From an optimization exercise on the open Yosys and OpenROAD flow, aimed at small area, a short achievable clock period and few clock cycles; shortcuts taken in it are not production practice. The RTL was checked by simulation tests, not by an equivalence proof against the original design. Power figures rest on the tool's default switching activity, not on a simulated workload.

`flow/config.mk`:
```
export PLATFORM = sky130hd
export DESIGN_NAME = mips
export DESIGN_NICKNAME = mips
export VERILOG_FILES = /design/flow/design.v
export SDC_FILE = /design/flow/constraint.sdc
export NUM_CORES = 4
export LEC_CHECK = 0
export CAP_MARGIN = 40
export CORE_MARGIN = 2
export CORE_UTILIZATION = 50
export PLACE_DENSITY = 0.65
export SLEW_MARGIN = 20
```
`flow/constraint.sdc`:
```
create_clock -name core_clock -period 12.0 [get_ports {clk}]
set_input_delay 2.4000 -clock core_clock [delete_from_list [all_inputs] [get_ports {clk}]]
set_output_delay 2.4000 -clock core_clock [all_outputs]
set_load 0.01 [all_outputs]
```
`flow/design.v`:
```
`timescale 1ns / 1ps
module md(
	input clk,
	input reset,
	input mult,
	input multu,
	input div,
	input divu,
	input mthi,
	input mtlo,
	input [31:0] a,
	input [31:0] b,
	output reg busy,
	output [31:0] hi,
	output [31:0] lo
    );
reg [32:0] h;       
reg [31:0] l;       
reg [32:0] d;       
reg [34:0] d3;      
reg dc;
reg [4:0] cnt;
reg isdiv, ucor, negq, negr, last, pre;
reg one0, two0, neg0, one1, two1, neg1;    
assign hi = h[31:0];
assign lo = l;
function [2:0] booth(input [2:0] g);
	booth = {g[1] ^ g[0], (g == 3'b100) | (g == 3'b011), g[2] & ~(g[1] & g[0])};
endfunction
wire [36:0] dx = {{4{d[32]}}, d};
wire [36:0] pp0 = (({37{one0}} & dx) | ({37{two0}} & {dx[35:0], 1'b0})) ^ {37{neg0}};
wire [36:0] pp1 = (({37{one1}} & {dx[34:0], 2'b0}) | ({37{two1}} & {dx[33:0], 3'b0})) ^ {{35{neg1}}, 2'b0};
wire [36:0] hx = {{4{h[32]}}, h};
wire [36:0] cs_s = hx ^ pp0 ^ pp1;
wire [36:0] cs_c = {(hx[35:0] & pp0[35:0]) | (hx[35:0] & pp1[35:0]) | (pp0[35:0] & pp1[35:0]), neg0};
wire [36:0] ms = cs_s + cs_c + {34'd0, neg1, 2'b0};
wire [2:0] bn0 = booth(cnt == 5'd7 ? {2'b00, l[3]} : {l[5], l[4], l[3]});
wire [2:0] bn1 = booth(cnt == 5'd7 ? 3'b000 : {l[7], l[6], l[5]});
wire [2:0] bs0 = booth({b[1], b[0], 1'b0});
wire [2:0] bs1 = booth({b[3], b[2], b[1]});
wire [32:0] x1 = {h[31:0], l[31]};
wire [33:0] x2 = {h[31:0], l[31], l[30]};
wire [34:0] t1w = {2'b0, x1, 1'b1} + {{2{d[32]}}, d, dc};          
wire [35:0] taw = {2'b0, x2, 1'b1} + {{3{d[32]}}, d, dc};          
wire [35:0] tbw = {1'b0, x2, 1'b1} + {d3, dc};                     
wire [33:0] t1 = t1w[34:1];
wire [34:0] ta = taw[35:1];
wire [34:0] tb = tbw[35:1];
wire q1 = ~t1[33];
wire [32:0] x2s = q1 ? {t1[31:0], l[30]} : x2[32:0];       
wire q2 = q1 ? ~tb[34] : ~ta[34];
wire [31:0] r2 = q2 ? (q1 ? tb[31:0] : ta[31:0]) : x2s[31:0];
wire sb = div & b[31];
wire [31:0] lneg = ~l + 32'd1;
always @(posedge clk) begin
	if (reset) begin
		h <= 33'd0;
		l <= 32'd0;
		busy <= 1'b0;
	end else if (busy) begin
		cnt <= cnt + 5'd1;
		if (isdiv) begin
			if (pre) begin
				if (dc && (&d[31:0])) begin
					l <= d3[31:0];
					busy <= 1'b0;
				end else begin
					h <= 33'd0;
					if (negr) l <= lneg;
				end
				d3 <= {{2{d[32]}}, d} + {d[32], d, dc} + {34'd0, dc};
				pre <= 1'b0;
			end else if (last) begin
				h <= negr ? {1'b0, ~h[31:0] + 32'd1} : h;
				if (negq) l <= lneg;
				busy <= 1'b0;
			end else begin
				h <= {1'b0, r2};
				l <= {l[29:0], q1, q2};
				if (cnt == 5'd16) last <= 1'b1;
			end
		end else if (last) begin
			h <= ms[32:0];
			busy <= 1'b0;
		end else begin
			h <= ms[36:4];
			l <= {ms[3:0], l[31:4]};
			{one0, two0, neg0} <= bn0;
			{one1, two1, neg1} <= bn1;
			if (cnt == 5'd7) begin
				if (ucor) last <= 1'b1;
				else busy <= 1'b0;
			end
		end
	end else if (mult | multu) begin
		busy <= 1'b1;
		isdiv <= 1'b0;
		last <= 1'b0;
		cnt <= 5'd0;
		d <= {mult & a[31], a};
		h <= 33'd0;
		l <= b;
		{one0, two0, neg0} <= bs0;
		{one1, two1, neg1} <= bs1;
		ucor <= multu & b[31];
	end else if (div | divu) begin
		busy <= 1'b1;
		isdiv <= 1'b1;
		pre <= 1'b1;
		last <= 1'b0;
		cnt <= 5'd0;
		d <= {1'b1, sb ? b : ~b};
		dc <= ~sb;
		d3 <= {3'd0, l};
		l <= a;
		negq <= (div & a[31]) ^ sb;
		negr <= div & a[31];
	end else if (mthi) begin
		h <= {1'b0, a};
	end else if (mtlo) begin
		l <= a;
	end
end
endmodule
`timescale 1ns / 1ps
module GRF(
	input clk,
	input reset,
	input [4:0] ra,
	input [4:0] rb,
	input [4:0] wa,
	input [31:0] wd,
	output [31:0] qa,
	output [31:0] qb
    );
wire [31:0] wdm = wd & {32{~reset}};
reg [31:0] q [1:31];
genvar g;
generate for (g = 1; g < 32; g = g + 1) begin: R
	always @(posedge clk) if (reset || wa == g) q[g] <= wdm;
end endgenerate
reg [31:0] a, b;
integer i;
always @(*) begin
	a = 32'd0;
	b = 32'd0;
	for (i = 1; i < 32; i = i + 1) begin
		a = a | (q[i] & {32{ra == i}});
		b = b | (q[i] & {32{rb == i}});
	end
end
assign qa = a;
assign qb = b;
endmodule
`timescale 1ns / 1ps
module mips(
	input clk,
	input reset,
	output [31:0] i_pc,
	input [31:0] i_instr,
	output [31:0] m_addr,
	output [31:0] m_wdata,
	output [3:0] m_be,
	input [31:0] m_rdata,
	output w_en,
	output [4:0] w_reg,
	output [31:0] w_data,
	output [31:0] w_pc
    );
localparam OP_ADD=4'd0, OP_SUB=4'd1, OP_OR=4'd2, OP_AND=4'd3, OP_XOR=4'd4,
           OP_NOR=4'd5, OP_SLT=4'd6, OP_SLTU=4'd7, OP_SLL=4'd8, OP_SRL=4'd9,
           OP_SRA=4'd10, OP_PASSB=4'd12;
reg [31:0] pc;
reg [31:0] f_ins;
reg [31:0] f_pc;
reg        f_drop;      
reg [31:0] d_rs, d_rt, d_sd;
reg [15:0] d_imm;
reg [31:0] d_pc;
reg [4:0]  d_a3;
reg [1:0]  d_tnew;
reg [3:0]  d_aluop;
reg        d_shv;
reg        d_fe_rs, d_fe_rt, d_fe_sd;
reg        d_mult, d_multu, d_div, d_divu, d_mthi, d_mtlo;
reg        d_ld;
reg [2:0]  d_ldt;
reg [1:0]  d_st;
reg        d_beq, d_bne, d_bltz, d_bgez, d_bgtz, d_blez, d_jr, d_bgezall;
reg [31:0] e_res, e_pc, e_wd;
reg [3:0]  e_be;
reg [4:0]  e_a3;
reg        e_ld;
reg [2:0]  e_ldt;
reg [31:0] w_d, w_pcr;
reg [4:0]  w_a3;
reg        w_we;
wire [31:0] pc4 = pc + 32'd4;
assign i_pc = pc;
wire [5:0] op = f_ins[31:26];
wire [5:0] fn = f_ins[5:0];
wire [4:0] rs = f_ins[25:21];
wire [4:0] rt = f_ins[20:16];
wire [4:0] rd = f_ins[15:11];
wire [15:0] imm = f_ins[15:0];
wire rtyp   = (op==6'b000000);
wire i_addu = rtyp && fn==6'b100001;
wire i_add  = rtyp && fn==6'b100000;
wire i_subu = rtyp && fn==6'b100011;
wire i_sub  = rtyp && fn==6'b100010;
wire i_and  = rtyp && fn==6'b100100;
wire i_or   = rtyp && fn==6'b100101;
wire i_xor  = rtyp && fn==6'b100110;
wire i_nor  = rtyp && fn==6'b100111;
wire i_slt  = rtyp && fn==6'b101010;
wire i_sltu = rtyp && fn==6'b101011;
wire i_sll  = rtyp && fn==6'b000000;
wire i_srl  = rtyp && fn==6'b000010;
wire i_sra  = rtyp && fn==6'b000011;
wire i_sllv = rtyp && fn==6'b000100;
wire i_srlv = rtyp && fn==6'b000110;
wire i_srav = rtyp && fn==6'b000111;
wire i_jr   = rtyp && fn==6'b001000;
wire i_jalr = rtyp && fn==6'b001001;
wire i_mult = rtyp && fn==6'b011000;
wire i_multu= rtyp && fn==6'b011001;
wire i_div  = rtyp && fn==6'b011010;
wire i_divu = rtyp && fn==6'b011011;
wire i_mfhi = rtyp && fn==6'b010000;
wire i_mflo = rtyp && fn==6'b010010;
wire i_mthi = rtyp && fn==6'b010001;
wire i_mtlo = rtyp && fn==6'b010011;
wire i_bltz = (op==6'b000001) && rt==5'b00000;
wire i_bgez = (op==6'b000001) && rt==5'b00001;
wire i_bgezall = (op==6'b000001) && rt==5'b10011;
wire i_j    = (op==6'b000010);
wire i_jal  = (op==6'b000011);
wire i_beq  = (op==6'b000100);
wire i_bne  = (op==6'b000101);
wire i_blez = (op==6'b000110);
wire i_bgtz = (op==6'b000111);
wire i_addi = (op==6'b001000);
wire i_addiu= (op==6'b001001);
wire i_slti = (op==6'b001010);
wire i_sltiu= (op==6'b001011);
wire i_andi = (op==6'b001100);
wire i_ori  = (op==6'b001101);
wire i_xori = (op==6'b001110);
wire i_lui  = (op==6'b001111);
wire i_lb   = (op==6'b100000);
wire i_lh   = (op==6'b100001);
wire i_lw   = (op==6'b100011);
wire i_lbu  = (op==6'b100100);
wire i_lhu  = (op==6'b100101);
wire i_sb   = (op==6'b101000);
wire i_sh   = (op==6'b101001);
wire i_sw   = (op==6'b101011);
wire c_load  = i_lb|i_lh|i_lw|i_lbu|i_lhu;
wire c_store = i_sb|i_sh|i_sw;
wire c_alur  = i_addu|i_add|i_subu|i_sub|i_and|i_or|i_xor|i_nor|i_slt|i_sltu|
               i_sll|i_srl|i_sra|i_sllv|i_srlv|i_srav;
wire c_alui  = i_addi|i_addiu|i_slti|i_sltiu|i_andi|i_ori|i_xori|i_lui;
wire c_link  = i_jal|i_jalr|i_bgezall;
wire c_mdop  = i_mult|i_multu|i_div|i_divu;
wire c_mf    = i_mfhi|i_mflo;
wire c_isdm  = c_mdop|c_mf|i_mthi|i_mtlo;
wire c_brrs  = i_beq|i_bne|i_bltz|i_bgez|i_bgezall|i_blez|i_bgtz|i_jr|i_jalr;
wire [4:0] a3 = (c_alur|i_jalr|c_mf) ? rd :
                (i_jal|i_bgezall) ? 5'd31 :
                (c_alui|c_load) ? rt : 5'd0;
wire [1:0] tnew = c_load ? 2'd2 : (c_alur|c_alui|c_mf) ? 2'd1 : 2'd0;
wire use_rs = c_alur&~(i_sll|i_srl|i_sra) | c_alui&~i_lui | c_load | c_store | c_mdop | i_mthi | i_mtlo | c_brrs;
wire use_rt = c_alur | c_mdop | i_beq | i_bne;
wire use_sd = c_store;
wire d_rs_m = (rs==d_a3) && (d_a3!=5'd0);
wire d_rt_m = (rt==d_a3) && (d_a3!=5'd0);
wire e_rs_m = (rs==e_a3) && (e_a3!=5'd0);
wire e_rt_m = (rt==e_a3) && (e_a3!=5'd0);
wire w_rs_m = (rs==w_a3) && (w_a3!=5'd0);
wire w_rt_m = (rt==w_a3) && (w_a3!=5'd0);
wire md_busy;
wire d_mdop = d_mult|d_multu|d_div|d_divu;
wire stall_rs = d_rs_m && use_rs && d_tnew==2'd2;
wire stall_rt = d_rt_m && (use_rt || use_sd) && d_tnew==2'd2;
wire stall_md = c_isdm && (d_mdop || md_busy) || c_mf && (d_mthi || d_mtlo);
wire stall = (stall_rs | stall_rt | stall_md) & ~f_drop;
wire [31:0] rf_rs, rf_rt;
GRF grf(.clk(clk), .reset(reset), .ra(rs), .rb(rt), .wa(w_a3), .wd(w_d), .qa(rf_rs), .qb(rf_rt));
wire [31:0] ldata;
wire [31:0] e_val = e_ld ? ldata : e_res;
wire [31:0] rsv = (d_rs_m && d_tnew==2'd0) ? d_rt :
                  e_rs_m ? e_val :
                  w_rs_m ? w_d : rf_rs;
wire [31:0] rtv = (d_rt_m && d_tnew==2'd0) ? d_rt :
                  e_rt_m ? e_val :
                  w_rt_m ? w_d : rf_rt;
wire [31:0] hi, lo;
wire [31:0] immv = i_lui ? {imm, 16'd0} :
                   (i_andi|i_ori|i_xori) ? {16'd0, imm} : {{16{imm[15]}}, imm};
wire [31:0] jtgt = {f_pc[31:28], f_ins[25:0], 2'b00};
wire redirect, kill;
wire [31:0] rtgt;
wire [31:0] npc = redirect ? rtgt :
                  kill ? pc4 :
                  stall ? pc :
                  ((i_j|i_jal) & ~f_drop) ? jtgt : pc4;
wire [3:0] aluop = (i_subu|i_sub) ? OP_SUB :
                   (i_or|i_ori) ? OP_OR :
                   (i_and|i_andi) ? OP_AND :
                   (i_xor|i_xori) ? OP_XOR :
                   i_nor ? OP_NOR :
                   (i_slt|i_slti) ? OP_SLT :
                   (i_sltu|i_sltiu) ? OP_SLTU :
                   (i_sll|i_sllv) ? OP_SLL :
                   (i_srl|i_srlv) ? OP_SRL :
                   (i_sra|i_srav) ? OP_SRA :
                   (i_lui|c_link|c_mf) ? OP_PASSB : OP_ADD;
always @(posedge clk) begin
	if (reset) pc <= 32'h00003000;
	else pc <= npc;
end
always @(posedge clk) begin
	if (reset) begin
		f_ins <= 32'd0;
		f_drop <= 1'b0;
	end else if (kill || !stall) begin
		f_ins <= i_instr;
		f_pc  <= pc;
		f_drop <= redirect;
	end else begin
		f_drop <= 1'b0;
	end
end
always @(posedge clk) begin
	if (reset || stall || kill || f_drop) begin
		d_a3 <= 5'd0;
		d_tnew <= 2'd0;
		d_mult <= 1'b0; d_multu <= 1'b0; d_div <= 1'b0; d_divu <= 1'b0;
		d_mthi <= 1'b0; d_mtlo <= 1'b0;
		d_ld <= 1'b0;
		d_st <= 2'd0;
		d_beq <= 1'b0; d_bne <= 1'b0; d_bltz <= 1'b0; d_bgez <= 1'b0;
		d_bgtz <= 1'b0; d_blez <= 1'b0; d_jr <= 1'b0; d_bgezall <= 1'b0;
	end else begin
		d_a3 <= a3;
		d_tnew <= tnew;
		d_mult <= i_mult; d_multu <= i_multu; d_div <= i_div; d_divu <= i_divu;
		d_mthi <= i_mthi; d_mtlo <= i_mtlo;
		d_ld <= c_load;
		d_st <= i_sw ? 2'd3 : i_sh ? 2'd2 : i_sb ? 2'd1 : 2'd0;
		d_beq <= i_beq; d_bne <= i_bne; d_bltz <= i_bltz; d_bgez <= i_bgez | i_bgezall;
		d_bgtz <= i_bgtz; d_blez <= i_blez; d_jr <= i_jr | i_jalr; d_bgezall <= i_bgezall;
	end
	d_rs <= rsv;
	d_rt <= c_link ? pc4 :
	        i_mfhi ? hi :
	        i_mflo ? lo :
	        (c_alui|c_load|c_store) ? immv : rtv;
	d_sd <= rtv;
	d_imm <= imm;
	d_pc <= f_pc;
	d_aluop <= aluop;
	d_shv <= i_sllv|i_srlv|i_srav;
	d_fe_rs <= d_rs_m;
	d_fe_rt <= d_rt_m & use_rt;
	d_fe_sd <= d_rt_m;
	d_ldt <= {i_lw, i_lh|i_lhu, i_lb|i_lh};
end
wire [31:0] ea = d_fe_rs ? e_res : d_rs;
wire [31:0] eb = d_fe_rt ? e_res : d_rt;
wire [31:0] esd = d_fe_sd ? e_res : d_sd;
wire [4:0] sh = d_shv ? ea[4:0] : d_imm[10:6];
reg [31:0] alu;
always @(*) begin
	case (d_aluop)
	OP_ADD:  alu = ea + eb;
	OP_SUB:  alu = ea - eb;
	OP_OR:   alu = ea | eb;
	OP_AND:  alu = ea & eb;
	OP_XOR:  alu = ea ^ eb;
	OP_NOR:  alu = ~(ea | eb);
	OP_SLT:  alu = {31'd0, $signed(ea) < $signed(eb)};
	OP_SLTU: alu = {31'd0, ea < eb};
	OP_SLL:  alu = eb << sh;
	OP_SRL:  alu = eb >> sh;
	OP_SRA:  alu = $signed(eb) >>> sh;
	OP_PASSB: alu = eb;
	default: alu = ea + eb;
	endcase
end
wire e_neg  = ea[31];
wire e_zero = (ea == 32'd0);
wire e_eq   = (ea == eb);
wire taken  = (d_beq & e_eq) | (d_bne & ~e_eq) | (d_bltz & e_neg) | (d_bgez & ~e_neg) |
              (d_bgtz & ~e_neg & ~e_zero) | (d_blez & (e_neg | e_zero));
assign redirect = taken | d_jr;
assign kill = d_bgezall & e_neg;
wire [31:0] btgt = d_pc + 32'd4 + {{14{d_imm[15]}}, d_imm, 2'b00};
assign rtgt = d_jr ? ea : btgt;
wire [1:0] alo = ea[1:0] + d_rt[1:0];
wire [31:0] wd = (d_st==2'd1) ? {4{esd[7:0]}} :
                 (d_st==2'd2) ? {2{esd[15:0]}} : esd;
wire [3:0] be = (d_st==2'd3) ? 4'b1111 :
                (d_st==2'd2) ? (alo[1] ? 4'b1100 : 4'b0011) :
                (d_st==2'd1) ? (4'b0001 << alo) : 4'b0000;
md mdu(
	.clk(clk), .reset(reset),
	.mult(d_mult), .multu(d_multu), .div(d_div), .divu(d_divu),
	.mthi(d_mthi), .mtlo(d_mtlo),
	.a(ea), .b(eb),
	.busy(md_busy), .hi(hi), .lo(lo)
);
always @(posedge clk) begin
	if (reset) begin
		e_a3 <= 5'd0;
		e_ld <= 1'b0;
		e_be <= 4'd0;
	end else begin
		e_a3 <= d_a3;
		e_ld <= d_ld;
		e_be <= be;
	end
	e_res <= alu;
	e_wd <= wd;
	e_pc <= d_pc;
	e_ldt <= d_ldt;
end
assign m_addr = e_res;
assign m_wdata = e_wd;
assign m_be = e_be;
wire [15:0] lhalf = e_res[1] ? m_rdata[31:16] : m_rdata[15:0];
wire [7:0]  lbyte = e_res[0] ? lhalf[15:8] : lhalf[7:0];
assign ldata = e_ldt[2] ? m_rdata :
               e_ldt[1] ? {{16{e_ldt[0] & lhalf[15]}}, lhalf} :
                          {{24{e_ldt[0] & lbyte[7]}}, lbyte};
always @(posedge clk) begin
	if (reset) begin
		w_a3 <= 5'd0;
		w_we <= 1'b0;
	end else begin
		w_a3 <= e_a3;
		w_we <= (e_a3 != 5'd0);
	end
	w_d <= e_val;
	w_pcr <= e_pc;
end
assign w_en = w_we;
assign w_reg = w_a3;
assign w_data = w_d;
assign w_pc = w_pcr;
endmodule
```
`flow/flow/run.sh`:
```
#!/bin/bash
set -euo pipefail
cd "$(dirname "$0")/.."
if ! bash standard.sh SETUP_SLACK_MARGIN=8 finish > orfs_make.log 2>&1; then
  tail -50 orfs_make.log
  exit 1
fi
tail -5 orfs_make.log
```
`flow/standard.sh`:
```
#!/bin/bash
# synth_recipe.tcl (not shown) runs the flow's synth.tcl, then flattens the netlist and writes it again
# the make line also repeats each setting of config.mk as NAME=value (left out here)
make -C /OpenROAD-flow-scripts/flow DESIGN_CONFIG=/design/flow/config.mk WORK_HOME=/design/flow/orfs CLKGATE_MAP_FILE= SYNTH_SCRIPT=/design/flow/synth_recipe.tcl "${@:-finish}"
```
==> flow_summary.json, run 1 <==
{
  "final-hold-violation-count": 0,
  "final_antenna_net_count": 0,
  "first_pass_iters": 12,
  "p_comb_frac": 0.327,
  "skew_ns": 0.0811,
  "yosysWarnings": 4,
  "synth_cell_types": 109,
  "antenna_found_initial": 68,
  "area_growth_pct": 21.9,
  "ys_seq_elements": 1598,
  "met2_length_um": 211000,
  "clk_latency_ns": 0.90,
  "grt_pass1_vias": 86542,
  "top_layer": "met5",
  "tritoncts": "done",
  "fin_crit_ns": 4.88,
  "io_pins": 236,
  "slew_violations": 0,
  "synthFlopType": "edfxtp_1",
  "slew_headroom": 0.263,
  "cp_max_fo": 6,
  "tightest_slew_ns": 1.10,
  "clockPowerShare": 0.273,
  "vias_per_cell": 7.65,
  "synth.area.top_cells": "edfxtp_1 36%, dfxtp_1 11%, ha_1 5.0%",
  "die_x_um": 435,
  "avgSynthCellArea_um2": 10.1,
  "ys_seq_area_frac": 0.464,
  "wirelength_um": 528000,
  "cts-root-buf": "clkbuf_16",
  "crit_chain": "buf_12 > a22oi_2 > xnor2_2 > fa_1 > inv_2 > fa_1 > inv_2 > ha_4 > a211oi_4 > o21bai_4 > o2111ai_4 > a211o_1 > o21ai_4 > a211o_4 > xor2_2 > a222oi_1 > a31oi_4 > o31a_1",
  "dr.first_iter.drc_count": 19487,
  "tns_ns": 0,
  "postSynth.asyncResetShare": 0,
  "synth.largest_area_cell": "edfxtp_1",
  "power.density_nw_per_um2": 185,
  "fin_ws_ns": 7.12,
  "required_ns": 12.74,
  "grt_max_degree": 79,
  "leakage_nw": 43.5,
  "cts_max_level": 4,
  "cell_internal_pwr_mw": 12.8,
  "grt.total_usage": 0.535,
  "min-delay-path-class": "reg -> reg",
  "die_h_um": 435,
  "synth_edf_count": 1110,
  "vdd_ir_drop_max_mv": 0.178,
  "cpPeakStageDelay_ns": 0.52,
  "routedWlPerCell_um": 42.7,
  "clock_path_buffers": 3,
  "vias": 94504,
  "nFillCells": 15519,
  "synth_most_common_cell": "edfxtp_1",
  "grt_pass1_wl_um": 710000,
  "post-route-period-util": 0.407,
  "total_power_mw": 20.9,
  "synth_fp_nets": 9715,
  "sequentialPowerShare": 0.400,
  "drive_gt1_frac": 0.191,
  "initial_core_util": 0.502,
  "dr_wl_met3_um": 81100,
  "setup_viol": 0,
  "pre_cts_ws_ns": 6.35,
  "cts_sinks": 1598,
  "outcome": "complete, no violations",
  "drc_errors": 0,
  "r2r_slack_ns": 7.12,
  "p_sw_frac": 0.387,
  "overflow": 0,
  "syn_area_um2": 92900,
  "finalCoreUtilization": 0.612,
  "startpoint_type": "flop",
  "drv_cap": 0,
  "cts.clk_slew.worst_paths_ns": 0.07,
  "rsz0062_at_grt": "yes",
  "numPortBuffers": 235,
  "dieArea_um2": 189000,
  "crit_arrival_ns": 5.62,
  "hpwl_um": 346000,
  "nets": 10168,
  "ys_top_cells_by_count": "1110 x edfxtp_1, 703 x nor2_1, 646 x nand2_1, 587 x a21oi_1, 536 x a22oi_1",
  "fmax_mhz": 205,
  "criticalPathCategory": "reg -> reg",
  "cp-end-kind": "flop",
  "core_um2": 185000,
  "m1WireLength_um": 170000,
  "whs_ns": 0.325,
  "crit_path_top_delay_cell": "fa_1",
  "p_sw_mw": 8.10,
  "gp_congestion": 1.04,
  "synth_top_area_frac": 0.359,
  "syn_inst": 9235,
  "cts_buffers": 172,
  "cts_hold_buf": 0,
  "row_count": 158
}
[what timing repair did]
item	in CTS	in global routing
pin swaps	106	140
hold endpoints to repair	0	0
setup endpoints to repair	957	208
gates resized for setup	951	372
setup buffers	195	123
cloned	8	3
[routing by layer]
metal	up-vias	track usage
met5	-	0.0199
met4	68	0.489
met3	3340	0.212
met2	9630	0.755
met1	44732	0.620
li1	36734	-
[flip-flops by register name (all words and copies together) (netlist names), 33 cells and up]
register,flops
mdu.d3,35
mdu.h,33
mdu.d,33
grf.q,992
[cell type report]
type,instances,area (um^2),area share
Sequential cell,1598,43500,0.384
Clock buffer,227,4740,0.0419
Timing Repair Buffer,979,9760,0.0863
Inverter,203,832,0.00735
Tap cell,2480,3100,0.0274
Multi-Input combinational cell,6734,50000,0.442
Antenna cell,44,110,0.000973
Clock inverter,90,1180,0.0104
[layout by cell type, fill, tap and decap left out, drive strengths merged, types with 43 or more instances in the layout]
cell	instances
o21bai	56
and3	200
a211o	43
clkinv	54
nand4	153
buf	749
nor3	167
a211oi	151
mux2	53
nand2	646
ha	371
nor2b	81
o21ai	393
a21o	152
clkdlybuf4s50	51
diode	44
dlygate4sd2	107
xnor2	266
o22ai	48
nor4	58
clkdlybuf4s15	53
inv	190
o211ai	112
mux2i	268
edfxtp	1110
nor2	705
and2	60
nand3	304
a2111oi	66
a221oi	240
nand2b	56
fa	43
a222oi	74
dfxtp	488
xor2	124
clkbuf	233
a31oi	108
a21oi	591
a22o	179
a22oi	536
[kinds of logic (layout without fill, tap and decap cells)]
group | Yosys count | after routing | synth area share
compound gates | 3048 | 3048 | 0.231
xor+xnor | 390 | 390 | 0.0368
fa+ha+maj | 416 | 416 | 0.0595
buf+inv | 903 | 1499 | 0.0392
flops | 1598 | 1598 | 0.464
mux | 327 | 327 | 0.0372
other cells | 0 | 44 | 0
simple gates | 2553 | 2553 | 0.132
[worst paths after layout]
check,endpoint,cells past startpoint,startpoint
setup / recovery,mdu.h[30],18,mdu.two0
hold / removal,w_pcr[29],0,e_pc[29]
setup reg to reg,mdu.h[30],18,mdu.two0
hold reg to reg,w_pcr[29],0,e_pc[29]
[metrics by stage]
stage	instances	area [um^2]
after detailed placement	11646	100000
final	12355	113000
after global placement	11561	98800
after floorplan	9235	93400
after CTS	12166	110000
after global routing	12318	113000
[power by group through the flow]
stage | Clock (mW) | Sequential [mW] | Combinational, mW
2_1_floorplan | 0 | 7.81 | 2.74
3_3_place_gp | 0 | 8.36 | 5.28
3_5_place_dp | 0 | 8.36 | 5.39
4_1_cts | 5.64 | 8.26 | 6.02
5_1_grt | 5.86 | 8.37 | 6.91
6_report | 5.70 | 8.37 | 6.84
[worst max-delay path, delay by kind of cell, from the launching register on]
family | cells | cell delay [ns]
AO/OA/AOI/OAI | 10 | 2.52
adder cells (fa/ha/maj) | 3 | 1.24
XOR/XNOR | 2 | 0.28
flip-flops | 1 | 0.44
buffers and inverters | 3 | 0.27
Testbench counts, summed over its fixed seeds: cycles 33,181.
==> run 2, diff against run 1 <==
--- a/flow/design.v
+++ b/flow/design.v
@@ -12,2 +12,3 @@
 	input [31:0] b,
+	input bz,           
 	output reg busy,
@@ -31,3 +32,6 @@
 wire [36:0] pp0 = (({37{one0}} & dx) | ({37{two0}} & {dx[35:0], 1'b0})) ^ {37{neg0}};
-wire [36:0] pp1 = (({37{one1}} & {dx[34:0], 2'b0}) | ({37{two1}} & {dx[33:0], 3'b0})) ^ {{35{neg1}}, 2'b0};
+wire [36:0] nx = {{2{d3[34]}}, d3};
+wire [36:0] dm = neg1 ? nx : dx;
+wire [36:0] pp1 = ({37{one1}} & {dm[34:0], 2'b0}) | ({37{two1}} & {dm[33:0], 3'b0}) |
+                  {35'd0, pre & isdiv & dc, 1'b0};
 wire [36:0] hx = {{4{h[32]}}, h};
@@ -35,7 +39,7 @@
 wire [36:0] cs_c = {(hx[35:0] & pp0[35:0]) | (hx[35:0] & pp1[35:0]) | (pp0[35:0] & pp1[35:0]), neg0};
-wire [36:0] ms = cs_s + cs_c + {34'd0, neg1, 2'b0};
+wire [36:0] ms = cs_s + cs_c;
 wire [2:0] bn0 = booth(cnt == 5'd7 ? {2'b00, l[3]} : {l[5], l[4], l[3]});
 wire [2:0] bn1 = booth(cnt == 5'd7 ? 3'b000 : {l[7], l[6], l[5]});
-wire [2:0] bs0 = booth({b[1], b[0], 1'b0});
-wire [2:0] bs1 = booth({b[3], b[2], b[1]});
+wire [2:0] bs0 = booth({l[1], l[0], 1'b0});
+wire [2:0] bs1 = booth({l[3], l[2], l[1]});
 wire [32:0] x1 = {h[31:0], l[31]};
@@ -59,2 +63,3 @@
 		busy <= 1'b0;
+		pre <= 1'b0;
 	end else if (busy) begin
@@ -63,10 +68,5 @@
 			if (pre) begin
-				if (dc && (&d[31:0])) begin
-					l <= d3[31:0];
-					busy <= 1'b0;
-				end else begin
-					h <= 33'd0;
-					if (negr) l <= lneg;
-				end
-				d3 <= {{2{d[32]}}, d} + {d[32], d, dc} + {34'd0, dc};
+				d3 <= ms[34:0];
+				h <= 33'd0;
+				if (negr) l <= lneg;
 				pre <= 1'b0;
@@ -81,2 +81,8 @@
 			end
+		end else if (pre) begin
+			d3 <= ms[34:0];
+			{one0, two0, neg0} <= bs0;
+			{one1, two1, neg1} <= bs1;
+			cnt <= 5'd0;
+			pre <= 1'b0;
 		end else if (last) begin
@@ -97,4 +103,4 @@
 		isdiv <= 1'b0;
+		pre <= 1'b1;
 		last <= 1'b0;
-		cnt <= 5'd0;
 		d <= {mult & a[31], a};
@@ -102,6 +108,6 @@
 		l <= b;
-		{one0, two0, neg0} <= bs0;
-		{one1, two1, neg1} <= bs1;
+		{one0, two0, neg0} <= 3'b101;
+		{one1, two1, neg1} <= 3'b000;
 		ucor <= multu & b[31];
-	end else if (div | divu) begin
+	end else if ((div | divu) && !bz) begin
 		busy <= 1'b1;
@@ -112,4 +118,6 @@
 		d <= {1'b1, sb ? b : ~b};
+		h <= {1'b1, sb ? b : ~b};
 		dc <= ~sb;
-		d3 <= {3'd0, l};
+		{one0, two0, neg0} <= 3'b010;
+		{one1, two1, neg1} <= 3'b000;
 		l <= a;
@@ -182,5 +190,5 @@
 reg [3:0]  d_aluop;
-reg        d_shv;
+reg        d_shv, d_sub;
 reg        d_fe_rs, d_fe_rt, d_fe_sd;
-reg        d_mult, d_multu, d_div, d_divu, d_mthi, d_mtlo;
+reg        d_mult, d_multu, d_div, d_divu, d_mthi, d_mtlo, d_bz;
 reg        d_ld;
@@ -284,3 +292,4 @@
 wire stall_rt = d_rt_m && (use_rt || use_sd) && d_tnew==2'd2;
-wire stall_md = c_isdm && (d_mdop || md_busy) || c_mf && (d_mthi || d_mtlo);
+wire stall_md = c_isdm && (d_mdop || md_busy) || c_mf && (d_mthi || d_mtlo) ||
+                (i_div|i_divu) && d_rt_m && d_tnew!=2'd0;
 wire stall = (stall_rs | stall_rt | stall_md) & ~f_drop;
@@ -359,2 +368,3 @@
 	d_sd <= rtv;
+	d_bz <= (rtv == 32'd0);
 	d_imm <= imm;
@@ -363,2 +373,3 @@
 	d_shv <= i_sllv|i_srlv|i_srav;
+	d_sub <= i_subu|i_sub|i_slt|i_slti|i_sltu|i_sltiu;
 	d_fe_rs <= d_rs_m;
@@ -372,2 +383,15 @@
 wire [4:0] sh = d_shv ? ea[4:0] : d_imm[10:6];
+wire [31:0] bx = eb ^ {32{d_sub}};
+wire [32:0] sum = {1'b0, ea} + {1'b0, bx} + {32'd0, d_sub};
+wire slt  = (ea[31] ^ eb[31]) ? ea[31] : sum[31];
+wire sltu = ~sum[32];
+function [31:0] rev(input [31:0] x);
+	integer k;
+	for (k = 0; k < 32; k = k + 1) rev[k] = x[31-k];
+endfunction
+wire sleft = (d_aluop == OP_SLL);
+wire [31:0] shin = sleft ? rev(eb) : eb;
+wire [32:0] shx = {(d_aluop == OP_SRA) & eb[31], shin};
+wire [32:0] shr = $signed(shx) >>> sh;
+wire [31:0] shout = sleft ? rev(shr[31:0]) : shr[31:0];
 reg [31:0] alu;
@@ -375,4 +399,2 @@
 	case (d_aluop)
-	OP_ADD:  alu = ea + eb;
-	OP_SUB:  alu = ea - eb;
 	OP_OR:   alu = ea | eb;
@@ -381,9 +403,7 @@
 	OP_NOR:  alu = ~(ea | eb);
-	OP_SLT:  alu = {31'd0, $signed(ea) < $signed(eb)};
-	OP_SLTU: alu = {31'd0, ea < eb};
-	OP_SLL:  alu = eb << sh;
-	OP_SRL:  alu = eb >> sh;
-	OP_SRA:  alu = $signed(eb) >>> sh;
+	OP_SLT:  alu = {31'd0, slt};
+	OP_SLTU: alu = {31'd0, sltu};
+	OP_SLL, OP_SRL, OP_SRA: alu = shout;
 	OP_PASSB: alu = eb;
-	default: alu = ea + eb;
+	default: alu = sum[31:0];
 	endcase
@@ -397,3 +417,4 @@
 assign kill = d_bgezall & e_neg;
-wire [31:0] btgt = d_pc + 32'd4 + {{14{d_imm[15]}}, d_imm, 2'b00};
+wire [16:0] boff = {d_imm[15], d_imm} - 17'd1;
+wire [31:0] btgt = pc + {{13{boff[16]}}, boff, 2'b00};
 assign rtgt = d_jr ? ea : btgt;
@@ -409,3 +430,3 @@
 	.mthi(d_mthi), .mtlo(d_mtlo),
-	.a(ea), .b(eb),
+	.a(ea), .b(eb), .bz(d_bz),
 	.busy(md_busy), .hi(hi), .lo(lo)
==> run 2 against run 1 <==
  * Count of clock-buffer cells in the layout is 16 lower
  * Non-clock buffer count shrank 63
  * Flip-flop and latch count rose by 2
  * Power shrank 8.9%
  * Utilization rose by 0.50 points
  * Critical endpoint is now mdu.h[27]
  * Largest power group unchanged
  * Highest routed layer unchanged
==> flow_summary.json, run 2 <==
{
  "outcome": "complete, no violations",
  "wirelength_um": 449000,
  "p_sw_frac": 0.358,
  "sequentialPowerShare": 0.430,
  "regArea_um2": 43500,
  "tritoncts": "done",
  "vias_per_cell": 7.36,
  "cts_sinks": 1600,
  "crit_arrival_ns": 5.42,
  "cts_buffers": 172,
  "fin_crit_ns": 4.67,
  "nets": 9308,
  "rr_startpoint": "mdu.neg1",
  "final_antenna_net_count": 0,
  "largest_register_ffs": 992,
  "numPortBuffers": 235,
  "synth_most_common_cell": "edfxtp_1",
  "p_sw_mw": 6.81,
  "setup_viol": 0,
  "nFillCells": 14168,
  "die_h_um": 422,
  "final_common_cell": "edfxtp_1",
  "reg_top3": "grf.q: 992 flops, mdu.d3: 35 flops",
  "vdd_ir_drop_max_mv": 0.196,
  "dieArea_um2": 178000,
  "criticalPathCategory": "reg -> reg",
  "synth.area.top_cells": "edfxtp_1 38%, dfxtp_1 11%, a22oi_1 6.2%",
  "startpoint_type": "flop",
  "area_growth_pct": 22.8,
  "synth.largest_area_cell": "edfxtp_1",
  "drv_cap": 0,
  "final_cell_mix": "1109 x edfxtp_1, 717 x a22oi_1, 649 x nand2_1",
  "cts_hold_buf": 0,
  "final-hold-violation-count": 0,
  "routedWlPerCell_um": 39.4,
  "leakage_nw": 40.2,
  "cts-root-buf": "clkbuf_16",
  "antenna_found_initial": 38,
  "skew_ns": 0.0608,
  "post-route-period-util": 0.390,
  "clock_path_buffers": 3,
  "ys_seq_elements": 1600,
  "clockPowerShare": 0.301,
  "synth_top_area_frac": 0.382,
  "rsz0062_at_grt": "yes",
  "vias": 84026,
  "slew_headroom": 0.299,
  "avgSynthCellArea_um2": 10.3,
  "total_power_mw": 19.0,
  "postSynth.asyncResetShare": 0,
  "synth_fp_nets": 8825,
  "grt.total_usage": 0.483,
  "grt_pass1_vias": 77000,
  "io_pins": 236,
  "tns_ns": 0,
  "row_count": 153,
  "initial_core_util": 0.502,
  "dr.first_iter.drc_count": 16201,
  "cts.clk_slew.worst_paths_ns": 0.07,
  "core_um2": 174000,
  "synth_cell_types": 105,
  "die_x_um": 422,
  "drc_errors": 0,
  "grt_max_degree": 96,
  "syn_inst": 8442,
  "multiInputGateArea_um2": 45100,
  "drive_gt1_frac": 0.203,
  "cp-end-kind": "flop",
  "hpwl_um": 289000,
  "min-delay-path-class": "reg -> reg",
  "required_ns": 12.74,
  "cp_max_fo": 8,
  "fmax_mhz": 214,
  "first_pass_iters": 17,
  "synthFlopType": "edfxtp_1",
  "ys_seq_area_frac": 0.495,
  "cell_internal_pwr_mw": 12.2,
  "slew_violations": 0,
  "hp-start": "d_pc[19]",
  "grt_pass1_wl_um": 608000,
  "tightest_slew_ns": 1.05,
  "critPathLaunch": "mdu.neg1",
  "syn_area_um2": 87200,
  "overflow": 0,
  "ys_top_cells_by_count": "1109 x edfxtp_1, 721 x a22oi_1, 681 x nor2_1, 662 x nand2_1, 561 x a21oi_1",
  "power.density_nw_per_um2": 178,
  "p_comb_frac": 0.268,
  "synth_edf_count": 1109,
  "gp_congestion": 1.04,
  "clk_latency_ns": 0.89,
  "cts_max_level": 4,
  "yosysWarnings": 4,
  "top_register": "grf.q"
}
## run 2: area by class of cell
type | count | share of cell area
multi-input combinational | 6068 | 0.421
clock inverter | 111 | 0.0133
tap | 2325 | 0.0272
sequential | 1600 | 0.406
timing repair buffer | 916 | 0.0831
antenna | 15 | 0.000351
inverter | 167 | 0.00603
clock buffer | 211 | 0.0428
## run 2: worst paths after layout
| check | end | slack [ns] | cells after the start |
|---|---|---|---|
| min | e_pc[19] | 0.32 | 0 |
| max | mdu.h[27] | 7.33 | 19 |
| max reg2reg | mdu.h[27] | 7.33 | 19 |
| min reg2reg | e_pc[19] | 0.32 | 0 |
## run 2: power by group through the flow
stage	combinational, mW	clock [mW]	sequential (mW)
floorplan	2.11	0	7.69
finish	5.11	5.74	8.20
detailed placement	4.19	0	8.18
global route	5.21	5.93	8.20
global placement	4.07	0	8.19
CTS	4.51	5.72	8.09
## run 2: layer usage
metal | vias up | share of wire | track usage | routed length, um
li1 | 33642 | - | - | -
met1 | 40114 | 0.34 | 0.591 | 153000
met2 | 7828 | 0.40 | 0.685 | 181000
met3 | 2388 | 0.15 | 0.186 | 68100
met4 | 54 | 0.10 | 0.367 | 46000
met5 | - | 0.0017 | 0.0172 | 761
## run 2: critical path: stages, from the launching register on
cell and delay (ns):
edfxtp_1 0.42, buf_4 0.17, buf_4 0.13, buf_4 0.13
buf_6 0.14, buf_16 0.15, buf_4 0.14, mux2_2 0.30
a22o_1 0.21, fa_1 0.50, ha_2 0.45, and3_2 0.26
and3_1 0.23, nand4_1 0.21, o2111ai_4 0.18, a21oi_2 0.12
xnor2_2 0.22, mux2_1 0.19, nand3_1 0.11, a311oi_1 0.28
## run 2: logic make-up (layout without fill, tap and decap cells)
kind of cell,Yosys count,in the layout,share of synthesized area
AOI/OAI and AO/OA,2798,2798,0.223
and+or+nand+nor,2221,2221,0.118
DFF,1600,1600,0.495
buffers and inverters,774,1405,0.0347
xor gates and xnor gates,370,370,0.0373
muxes,360,360,0.0432
adders and majority gates,319,319,0.0492
other,0,15,0
## run 2: stage by stage
| stage | cells | hold slack [ns] | setup WS (ns) | area [um^2] | util |
|---|---|---|---|---|---|
| 6_report | 11413 | 0.324 | 7.33 | 107000 | 0.617 |
| 2_1_floorplan | 8442 | 0.310 | 7.90 | 87700 | - |
| 5_1_grt | 11398 | 0.328 | 7.19 | 107000 | 0.617 |
| 3_5_place_dp | 10726 | 0.312 | 6.22 | 94200 | 0.543 |
| 4_1_cts | 11190 | 0.323 | 7.43 | 103000 | 0.595 |
| 3_3_place_gp | 10649 | 0.310 | 6.28 | 93100 | 0.536 |
## run 2: timing repair
item | 4_1_cts | 5_1_grt
endpoints found under the setup margin | 629 | 242
cloned | 5 | 6
pin swaps | 70 | 163
gates resized for setup | 868 | 404
buffers inserted | 137 | 195
Testbench counts of run 2, summed over its fixed seeds: cycles 33,328.
==> run 3, diff against run 2 <==
--- a/flow/design.v
+++ b/flow/design.v
@@ -184,2 +184,3 @@
 reg        f_drop;      
+reg        reset_r;
 reg [31:0] d_rs, d_rt, d_sd;
@@ -296,11 +297,15 @@
 wire [31:0] rf_rs, rf_rt;
-GRF grf(.clk(clk), .reset(reset), .ra(rs), .rb(rt), .wa(w_a3), .wd(w_d), .qa(rf_rs), .qb(rf_rt));
+GRF grf(.clk(clk), .reset(reset_r), .ra(rs), .rb(rt), .wa(w_a3), .wd(w_d), .qa(rf_rs), .qb(rf_rt));
 wire [31:0] ldata;
 wire [31:0] e_val = e_ld ? ldata : e_res;
-wire [31:0] rsv = (d_rs_m && d_tnew==2'd0) ? d_rt :
-                  e_rs_m ? e_val :
+wire rs_ld = e_rs_m && e_ld && !(d_rs_m && d_tnew==2'd0);
+wire rt_ld = e_rt_m && e_ld && !(d_rt_m && d_tnew==2'd0);
+wire [31:0] rsx = (d_rs_m && d_tnew==2'd0) ? d_rt :
+                  e_rs_m ? e_res :
                   w_rs_m ? w_d : rf_rs;
-wire [31:0] rtv = (d_rt_m && d_tnew==2'd0) ? d_rt :
-                  e_rt_m ? e_val :
+wire [31:0] rtx = (d_rt_m && d_tnew==2'd0) ? d_rt :
+                  e_rt_m ? e_res :
                   w_rt_m ? w_d : rf_rt;
+wire [31:0] rsv = rs_ld ? ldata : rsx;
+wire [31:0] rtv = rt_ld ? ldata : rtx;
 wire [31:0] hi, lo;
@@ -327,2 +332,3 @@
 always @(posedge clk) begin
+	reset_r <= reset;
 	if (reset) pc <= 32'h00003000;
@@ -332,4 +338,3 @@
 	if (reset) begin
-		f_ins <= 32'd0;
-		f_drop <= 1'b0;
+		f_drop <= 1'b1;
 	end else if (kill || !stall) begin
@@ -363,8 +368,9 @@
 	d_rs <= rsv;
-	d_rt <= c_link ? pc4 :
+	d_rt <= (rt_ld && !(c_link|c_mf|c_alui|c_load|c_store)) ? ldata :
+	        c_link ? pc4 :
 	        i_mfhi ? hi :
 	        i_mflo ? lo :
-	        (c_alui|c_load|c_store) ? immv : rtv;
+	        (c_alui|c_load|c_store) ? immv : rtx;
 	d_sd <= rtv;
-	d_bz <= (rtv == 32'd0);
+	d_bz <= rt_ld ? (ldata == 32'd0) : (rtx == 32'd0);
 	d_imm <= imm;
@@ -427,3 +433,3 @@
 md mdu(
-	.clk(clk), .reset(reset),
+	.clk(clk), .reset(reset_r),
 	.mult(d_mult), .multu(d_multu), .div(d_div), .divu(d_divu),
==> run 3 against run 2 <==
  * Still clean
  * Register-to-register slack worse by 0.097 ns
  * Hold slack worse by 0.0078 ns
  * Wire length is 5.0% higher
  * Cell area is 1.1% higher
  * Via count is 4.0% higher
==> flow_summary.json, run 3 <==
{
  "vias": 87349,
  "grt_pass1_vias": 79369,
  "nets": 9396,
  "overflow": 0,
  "tns_ns": 0,
  "required_ns": 12.72,
  "routedWlPerCell_um": 40.9,
  "numPortBuffers": 235,
  "final_common_cell": "edfxtp_1",
  "synth.area.top_cells": "edfxtp_1 39%, dfxtp_1 10%, a22oi_1 5.4%",
  "post-route-period-util": 0.398,
  "drive_gt1_frac": 0.200,
  "final_antenna_net_count": 0,
  "synth_most_common_cell": "edfxtp_1",
  "cts_max_level": 4,
  "leakage_nw": 41.1,
  "grt_pass1_wl_um": 634000,
  "drc_errors": 0,
  "row_count": 154,
  "hpwl_um": 302000,
  "antenna_found_initial": 68,
  "ys_seq_elements": 1601,
  "cts_buffers": 169,
  "top_register": "grf.q",
  "r2r_slack_ns": 7.23,
  "startpoint_type": "flop",
  "final-hold-violation-count": 0,
  "final_cell_mix": "1141 x edfxtp_1, 717 x nand2_1, 632 x a22oi_1",
  "synth_edf_count": 1141,
  "synthFlopType": "edfxtp_1",
  "skew_ns": 0.0922,
  "largest_register_ffs": 992,
  "slew_headroom": 0.276,
  "ys_seq_area_frac": 0.492,
  "initial_core_util": 0.502,
  "place_area_um2": 95500,
  "vias_per_cell": 7.57,
  "cp_max_fo": 5,
  "area_growth_pct": 22.6,
  "cts-root-buf": "clkbuf_16",
  "criticalPathCategory": "reg -> reg",
  "slew_violations": 0,
  "first_pass_iters": 14,
  "die_h_um": 424,
  "cts_sinks": 1601,
  "fin_crit_ns": 4.77,
  "fmax_mhz": 210,
  "grt.total_usage": 0.503,
  "yosysWarnings": 4,
  "vdd_ir_drop_max_mv": 0.211,
  "cp-end-kind": "flop",
  "clock_path_buffers": 3,
  "rsz0062_at_grt": "yes",
  "wirelength_um": 472000,
  "tritoncts": "done",
  "outcome": "complete, no violations",
  "core_um2": 176000,
  "cts.clk_slew.worst_paths_ns": 0.07,
  "power.density_nw_per_um2": 180,
  "synth_top_area_frac": 0.388,
  "gp_congestion": 1.08,
  "fin_area_um2": 108000,
  "synth.largest_area_cell": "edfxtp_1",
  "setup_viol": 0,
  "min-delay-path-class": "reg -> reg",
  "grt_max_degree": 128,
  "dieArea_um2": 180000,
  "tightest_slew_ns": 1.08,
  "syn_inst": 8486,
  "crit_arrival_ns": 5.50,
  "synth_fp_nets": 8869,
  "whs_ns": 0.316,
  "io_pins": 236,
  "avgSynthCellArea_um2": 10.4,
  "reg_top3": "grf.q: 992 flops, mdu.d3: 35 flops",
  "dr.first_iter.drc_count": 18407,
  "clk_latency_ns": 0.90,
  "postSynth.asyncResetShare": 0,
  "syn_area_um2": 88300,
  "drv_cap": 0,
  "ys_top_cells_by_count": "1141 x edfxtp_1, 727 x nand2_1, 635 x a22oi_1, 548 x nor2_1, 522 x a21oi_1",
  "die_x_um": 424,
  "synth_cell_types": 112
}
==> run 3: changes by cell type in the layout (fill, tap and decap cells not counted), sizes merged, moves of 22 or more <==
cell    change
nor2      -131
nand2      +65
a22o       +38
a222oi     +22
a21oi      -40
buf        +45
o211ai     +63
dfxtp      -31
a211oi     +36
diode      +27
a22oi      -86
edfxtp     +32
==> run 3: worst max-delay path, cell delays in order, from the launching register on <==
cell	delay [ns]
edfxtp_1	0.44
buf_12	0.17
mux2_4	0.30
a22o_1	0.24
fa_1	0.53
ha_4	0.23
o21a_4	0.23
a211oi_4	0.29
o32ai_4	0.12
a221oi_2	0.25
buf_4	0.19
o2111ai_4	0.14
a311o_1	0.35
a221o_1	0.36
xor2_2	0.17
mux2i_1	0.18
o221ai_1	0.14
nor3_1	0.20
nor4_1	0.07
==> run 3: routing by layer <==
layer | wire length, um | up-vias | global-route usage | share of wire
li1 | - | 34137 | - | -
met5 | 497 | - | 0.00529 | 0.0011
met1 | 155000 | 41425 | 0.592 | 0.33
met4 | 52900 | 58 | 0.422 | 0.11
met2 | 189000 | 8726 | 0.707 | 0.40
met3 | 74700 | 3003 | 0.216 | 0.16
==> run 3: what timing repair did <==
item                       4_1_cts  5_1_grt
gates resized for setup        878      338
gates cloned                    10        7
hold buffers                     0        0
pin swaps                       92      125
setup buffers                  174      165
setup endpoints to repair      424      172
==> run 3: final timing paths <==
check | cells after the start | startpoint | to
worst max register to register | 18 | mdu.neg1 | mdu.h[30]
worst max-delay path | 18 | mdu.neg1 | mdu.h[30]
worst min register to register | 0 | d_pc[9] | e_pc[9]
worst min-delay path | 0 | d_pc[9] | e_pc[9]
==> run 3: cell type report <==
class	instances	area (um^2)
diodes	42	105
repair buffers	970	9360
flip-flops and latches	1601	43800
multi-input cells	6114	45700
inverters	157	611
fillers	14331	67600
well taps	2340	2930
clock buffers	212	4610
clock inverters	101	1150
==> run 3: power breakdown <==
part / internal, mW / leakage, nW / total, mW / switching [mW]
clock network: 3.11 / 2.79 / 5.55 / 2.43
logic: 1.94 / 23.0 / 5.78 / 3.84
registers: 7.20 / 15.3 / 8.18 / 0.982
total: 12.3 / 41.1 / 19.5 / 7.26
==> run 3: cells by family after synthesis <==
group           after synthesis  synth area share
mux                         349            0.0422
compound gates             2854             0.227
flops                      1601             0.492
fa+ha+maj                   318            0.0485
simple gates               2214             0.119
xor+xnor                    376            0.0375
buf+inv                     774            0.0339
==> run 3: metrics by stage <==
stage	total power, mW	util	worst slack, ns	cells
global placement	12.6	0.537	6.27	10743
detailed placement	12.7	0.543	6.37	10807
floorplan	9.91	-	7.56	8486
finish	19.5	0.616	7.23	11537
global route	19.7	0.615	7.10	11495
CTS	18.6	0.597	7.22	11304
Testbench counts of run 3, summed over its fixed seeds: cycles 33,328.

separate check: timing with driven ports:
How much do the figures lean on ideal ports? The routed layouts below were timed once more, with nothing changed but the port constraints.
Step 1 (the two cells are an assumption about what drives the block):
set clk [get_ports {clk}]
set_driving_cell -lib_cell sky130_fd_sc_hd__clkbuf_16 $clk
set_driving_cell -lib_cell sky130_fd_sc_hd__buf_2 [delete_from_list [all_inputs] $clk]
Step 2 moves the port delays by t, midway between the first and last clock arrival at a register: inputs arrive t later, outputs are due t later. That takes back most of the time a late clock gives input paths.
a / b / c = ideal ports / drivers / drivers and shift; a / b = the first two.
run	shift t [ns]	slack for setup (ns)	hold slack, ns	worst register clock-pin slew, ns	worst data-port slew with drivers (ns)
run 1	0.963	7.117 / 7.117 / 6.974	0.325 / 0.325 / 0.325	0.07 / 0.07	0.11
run 2	0.958	7.326 / 7.326 / 6.935	0.324 / 0.324 / 0.324	0.07 / 0.07	0.06
run 3	0.946	7.228 / 7.228 / 7.199	0.316 / 0.316 / 0.316	0.07 / 0.07	0.06
After both steps setup and hold are still met in every run listed. The setup slack of run 2, which loses most, moves by 0.000 ns with the drivers and by -0.391 ns with both steps.
